Source: an optimization exercise on an open RTL-to-GDS flow (aim: small area, a short achievable clock period and few clock cycles per item). Production flows keep margins and buffers that such runs may drop.
Only simulation tests tie the RTL to the original design; equivalence was not proved.

<file path="design/flow/run.sh">
#!/bin/bash
# synth_recipe.tcl (not shown) runs the flow's synth.tcl, then flattens the netlist and writes it again
# the make line also repeats each setting of config.mk as NAME=value (left out here)
make -C /OpenROAD-flow-scripts/flow DESIGN_CONFIG=/design/flow/config.mk WORK_HOME=/design/flow/orfs CLKGATE_MAP_FILE= SYNTH_SCRIPT=/design/flow/synth_recipe.tcl finish
</file>
<file path="design/flow/config.mk">
export PLATFORM = sky130hd
export DESIGN_NAME = pow5_pipelined_valid
export DESIGN_NICKNAME = pow5_pipelined_valid
export VERILOG_FILES = /design/flow/design.v
export SDC_FILE = /design/flow/constraint.sdc
export NUM_CORES = 4
export LEC_CHECK = 0
export CAP_MARGIN = 20
export CORE_MARGIN = 2
export CORE_UTILIZATION = 40
export SLEW_MARGIN = 20
</file>
<file path="design/flow/constraint.sdc">
create_clock -name core_clock -period 5.5 [get_ports {clk_i}]
set_input_delay 1.1000 -clock core_clock [delete_from_list [all_inputs] [get_ports {clk_i}]]
set_output_delay 1.1000 -clock core_clock [all_outputs]
set_load 0.01 [all_outputs]
</file>
<file path="design/flow/design.v">
module pow5_pipelined_valid
#(
  parameter DATA_WIDTH = 8
)
(
  input  logic                      clk_i,
  input  logic                      rst_i,
  input  logic [DATA_WIDTH-1:0]     pow_data_i,
  input  logic                      data_valid_i,
  output logic [(5*DATA_WIDTH)-1:0] pow_data_o,
  output logic                      data_valid_o
);
  logic [DATA_WIDTH-1:0] pow_input_ff;
  logic [(2*DATA_WIDTH)-1:0] pow_mul_stage_1;
  logic [(3*DATA_WIDTH)-1:0] pow_mul_stage_2;
  logic [(4*DATA_WIDTH)-1:0] pow_mul_stage_3;
  logic [(5*DATA_WIDTH)-1:0] pow_mul_stage_4;
  logic [(2*DATA_WIDTH)-1:0] pow_data_stage_1_ff;
  logic [(3*DATA_WIDTH)-1:0] pow_data_stage_2_ff;
  logic [(4*DATA_WIDTH)-1:0] pow_data_stage_3_ff;
  logic [DATA_WIDTH-1:0] pow_input_stage_1_ff;
  logic [DATA_WIDTH-1:0] pow_input_stage_2_ff;
  logic [DATA_WIDTH-1:0] pow_input_stage_3_ff;
  logic [(5*DATA_WIDTH)-1:0] pow_output_ff;
  logic input_valid_ff;
  logic data_valid_stage_1_ff;
  logic data_valid_stage_2_ff;
  logic data_valid_stage_3_ff;
  logic output_valid_ff;
  always_ff @ (posedge clk_i or posedge rst_i)
    if (rst_i)
      input_valid_ff <= '0;
    else
      input_valid_ff <= data_valid_i;
  always_ff @ (posedge clk_i or posedge rst_i)
    if (rst_i) begin
      data_valid_stage_1_ff <= '0;
      data_valid_stage_2_ff <= '0;
      data_valid_stage_3_ff <= '0;
    end
    else begin
      data_valid_stage_1_ff <= input_valid_ff;
      data_valid_stage_2_ff <= data_valid_stage_1_ff;
      data_valid_stage_3_ff <= data_valid_stage_2_ff;
    end
  always_ff @ (posedge clk_i or posedge rst_i)
    if (rst_i)
      output_valid_ff <= '0;
    else
      output_valid_ff <= data_valid_stage_3_ff;
  always_ff @ (posedge clk_i or posedge rst_i)
    if (rst_i)
      pow_input_ff <= '0;
    else
      pow_input_ff <= pow_data_i;
  always_ff @ (posedge clk_i or posedge rst_i)
    if (rst_i)
      pow_input_stage_1_ff <= '0;
    else
      pow_input_stage_1_ff <= pow_input_ff;
  always_ff @ (posedge clk_i or posedge rst_i)
    if (rst_i)
      pow_input_stage_2_ff <= '0;
    else
      pow_input_stage_2_ff <= pow_input_stage_1_ff;
  always_ff @ (posedge clk_i or posedge rst_i)
    if (rst_i)
      pow_input_stage_3_ff <= '0;
    else
      pow_input_stage_3_ff <= pow_input_stage_2_ff;
    assign pow_mul_stage_1 = pow_input_ff        * pow_input_ff;
    assign pow_mul_stage_2 = pow_data_stage_1_ff * pow_input_stage_1_ff;
    assign pow_mul_stage_3 = pow_data_stage_2_ff * pow_input_stage_2_ff;
    assign pow_mul_stage_4 = pow_data_stage_3_ff * pow_input_stage_3_ff;
  always_ff @ (posedge clk_i or posedge rst_i)
    if (rst_i)
      pow_data_stage_1_ff <= '0;
    else
      pow_data_stage_1_ff <= pow_mul_stage_1;
  always_ff @ (posedge clk_i or posedge rst_i)
    if (rst_i)
      pow_data_stage_2_ff <= '0;
    else
      pow_data_stage_2_ff <= pow_mul_stage_2;
  always_ff @ (posedge clk_i or posedge rst_i)
    if (rst_i)
      pow_data_stage_3_ff <= '0;
    else
      pow_data_stage_3_ff <= pow_mul_stage_3;
  always_ff @ (posedge clk_i or posedge rst_i)
    if (rst_i)
      pow_output_ff <= '0;
    else
      pow_output_ff <= pow_mul_stage_4;
  assign pow_data_o   = pow_output_ff;
  assign data_valid_o = output_valid_ff;
endmodule
</file>
==> summary.txt <==
Floorplanning
  • Num rows: 87
  • Die H: 242 um
  • Io pins: 52
  • DIE AREA: 58700 um^2
  • Core ar.: 56300 um^2
  • Starting Density: 0.404
  • Die Wd: 242 um

Yosys
  • Post-synth EDFFs: 0
  • Synthesis warning total: 1
  • Syn Area/Cell: 9.77 um^2
  • Synthesized area: 22700 um^2
  • Seq/Total Area, Yosys: 0.160
  • Synth Register Bits: 145
  • Post-synth ARST share: 1.00
  • Cells after Synth: 2324
  • Distinct cells, synth: 74
  • Most used flip-flop cell after synthesis: dfrtp_1

STA
  • Max Transition Viols Final: 0
  • Max Freq: 191 MHz
  • Clk_skew: 0.0222 ns
  • RSZ-0062 raised after global routing: false
  • Final hold vios: 0
  • Crit path time final: 5.25 ns
  • Setup TNS Final: 0 ns
  • Setup violators final: 0
  • Worst Hold Slack: 0.348 ns
  • Least-Margin Pin Slew: 0.951 ns
  • Slew headroom: 0.366
  • Tcrit/Tclk final: 0.954

Flow run
  • Maxcap violations: 0

Global route
  • Wire length of the first global-routing pass: 85.5 mm
  • Total Routing Usage GR: 0.180
  • Vias in the first global route: approximately 17000
  • Initial antenna violation count: 0
  • Largest net degree at the start of global routing: 80
  • Overflow after GRT: 0

Placement
  • GP Congestion: slightly above 0.8
  • I/O Buffers: 51
  • Dpl hpwl: 40.2 mm

Clocking
  • H-tree depth: 4
  • Total CTS buffers: 17
  • Root buffer cell: clkbuf_16
  • Clk sinks: 145
  • Worst-path clk slew: 0.07 ns
  • CTS Hold Bufs: 0
  • Clk latency of the worst-skew pair: 0.49 ns
  • Clk buf depth: 2
  • CTS resizes: 0
  • CTS tree: yes
  • Postcts setup bufs: 0

Critical path
  • Setup CP Type: flip-flop to flip-flop
  • WP data required: 5.87 ns
  • CP peak stage delay: 0.57 ns
  • Startpoint types: flip-flop
  • Crit path cell chain: and2_1 -> fa_1 -> inv_1 -> fa_1 -> inv_1 -> fa_1 -> fa_1 -> ha_1 -> o21ai_0 -> a211oi_1 -> o31ai_1 -> a21oi_1 -> a21oi_1 -> a221oi_1 -> buf_4 -> a311oi_1 -> xnor2_1
  • Most used cell, CP: fa_1
  • Element type at the critical path end: flip-flop
  • Crit path max fanout: 15
  • CP arrival: about 5.6 ns
  • Slowest-stage cell, CP: dfrtp_1

Final layout
  • Most frequent cells in the layout: and2_1 (416), fa_1 (416), inv_1 (382), nand2_1 (227), ha_1 (186)
  • ANT cells: 0
  • Nets: 2976
  • Share of cells above drive strength 1: 0.0391
  • Area grow syn2layout: 9.17%

Route
  • Vias per cell: just under 5
  • Pre-antenna DRT Iters: 5
  • WL/cell: 15.8 um
  • Drt drc: 0
  • Routed vias: 15500
  • Detail Route Antenna Nets: 0
  • Total routed wirelength: 49.4 mm
  • Initial drt markers: 606

Outcome
  • Status: timing/DRC/antenna clean

Min path
  • Hold crit path type: flip-flop to flip-flop
## through the flow
| stage | instances | setup WS [ns] | utilization | area [um^2] |
|---|---|---|---|---|
| 2_1_floorplan | 2325 | 0.505 | - | 22700 |
| 3_3_place_gp | 3100 | 0.255 | 0.429 | 24200 |
| 3_5_place_dp | 3100 | 0.163 | 0.429 | 24200 |
| 4_1_cts | 3132 | 0.146 | 0.440 | 24800 |
| 5_1_grt | 3132 | 0.00853 | 0.441 | 24800 |
| 6_report | 3132 | 0.254 | 0.441 | 24800 |
## synthesized netlist by cell type (5+ instances only)
| cell | n | area, um^2 |
|---|---|---|
| a211oi_1 | 6 | 45.0 |
| a21o_1 | 38 | 285 |
| a21oi_1 | 75 | 375 |
| a31oi_1 | 9 | 56.3 |
| and2_1 | 416 | 2600 |
| and3_1 | 8 | 50.1 |
| clkbuf_1 | 60 | 225 |
| dfrtp_1 | 145 | 3630 |
| fa_1 | 416 | 8330 |
| ha_1 | 186 | 2330 |
| inv_1 | 383 | 1440 |
| nand2_1 | 227 | 852 |
| nand2b_1 | 8 | 50.1 |
| nand3_1 | 13 | 65.1 |
| nand4_1 | 12 | 75.1 |
| nor2_1 | 60 | 225 |
| nor2b_1 | 13 | 81.3 |
| nor3_1 | 15 | 75.1 |
| o211ai_1 | 8 | 60.1 |
| o21a_1 | 13 | 97.6 |
| o21ai_0 | 31 | 155 |
| o21bai_1 | 8 | 60.1 |
| o31ai_1 | 9 | 67.6 |
| or2_2 | 5 | 31.3 |
| xnor2_1 | 66 | 578 |
| xor2_1 | 25 | 219 |
## logic make-up after synthesis
logic type      synth area share
compound gates            0.0731
xor+xnor                  0.0351
fa+ha+maj                  0.469
buf+inv                   0.0750
flops                      0.160
mux                      0.00182
other cells             0.000331
simple gates               0.186
## state kept, by name (all words and copies together), names as in the netlist
| name | cells |
|---|---|
| pow_data_stage_2_ff | 24 |
| input_valid_ff | 1 |
| pow_input_stage_2_ff | 7 |
| pow_input_stage_1_ff | 8 |
| pow_input_stage_3_ff | 7 |
| data_valid_stage_1_ff | 1 |
| pow_data_stage_1_ff | 14 |
| data_valid_stage_2_ff | 1 |
| pow_output_ff | 40 |
| pow_data_stage_3_ff | 32 |
| data_valid_stage_3_ff | 1 |
| pow_input_ff | 8 |
| output_valid_ff | 1 |
## path summary, 6_finish.rpt
check	from	end	slack [ns]	cells past startpoint
max in group asynchronous	rst_i	pow_output_ff[34]$_DFF_PP0_	3.46	3
min in group asynchronous	rst_i	pow_output_ff[3]$_DFF_PP0_	1.11	2
min	data_valid_stage_1_ff$_DFF_PP0_	data_valid_stage_2_ff$_DFF_PP0_	0.35	0
min reg2reg	data_valid_stage_1_ff$_DFF_PP0_	data_valid_stage_2_ff$_DFF_PP0_	0.35	0
max	pow_input_stage_2_ff[2]$_DFF_PP0_	pow_data_stage_3_ff[30]$_DFF_PP0_	0.25	17
max reg2reg	pow_input_stage_2_ff[2]$_DFF_PP0_	pow_data_stage_3_ff[30]$_DFF_PP0_	0.25	17
## critical path, delay by kind of cell (launching register included)
kind | cells | cell delay, ns
fa+ha+maj | 5 | 2.29
compound gates | 7 | 1.60
flops | 1 | 0.57
buf+inv | 3 | 0.29
simple gates | 1 | 0.26
xor+xnor | 1 | 0.14
## routing by layer
| layer | GRT usage | share of wire | up-vias | routed length, um |
|---|---|---|---|---|
| li1 | - | - | 7249 | - |
| met1 | 0.230 | 0.44 | 7929 | 21900 |
| met2 | 0.310 | 0.50 | 248 | 24700 |
| met3 | 0.0256 | 0.028 | 77 | 1360 |
| met4 | 0.0652 | 0.028 | 0 | 1370 |
| met5 | 0 | 0 | - | 0 |
## final cells by class
cell class,count,area (um^2)
clock inverters,14,169
flip-flops and latches,145,3630
multi-input cells,1733,17400
repair buffers,83,763
well taps,756,946
inverters,383,1440
clock buffers,18,439
fillers,5329,31500
Testbench counts, summed over its fixed seeds: cycles 16,032, items 16,000.

==> re-timing with driven ports <==
The results above use ideal ports. As a check the final layout listed here was re-extracted and re-timed, cells and wires unchanged. Step 1 assumes that a clkbuf_16 drives the clock port and a buf_2 every other input. Step 2, shift: input delay + t, output delay - t, t = (earliest + latest rising clock arrival at the registers) / 2. This alone moves slack from input paths to output paths. Three values: no drivers, after step 1, after step 2; two values: the first two.
t, ns: 0.531
setup slack, ns: 0.254 / 0.254 / 0.254
worst setup path at the end: register to register
After both steps setup and hold are still met in this run. For this run, drivers alone change the setup slack by 0.000 ns; drivers and shift together by 0.000 ns.
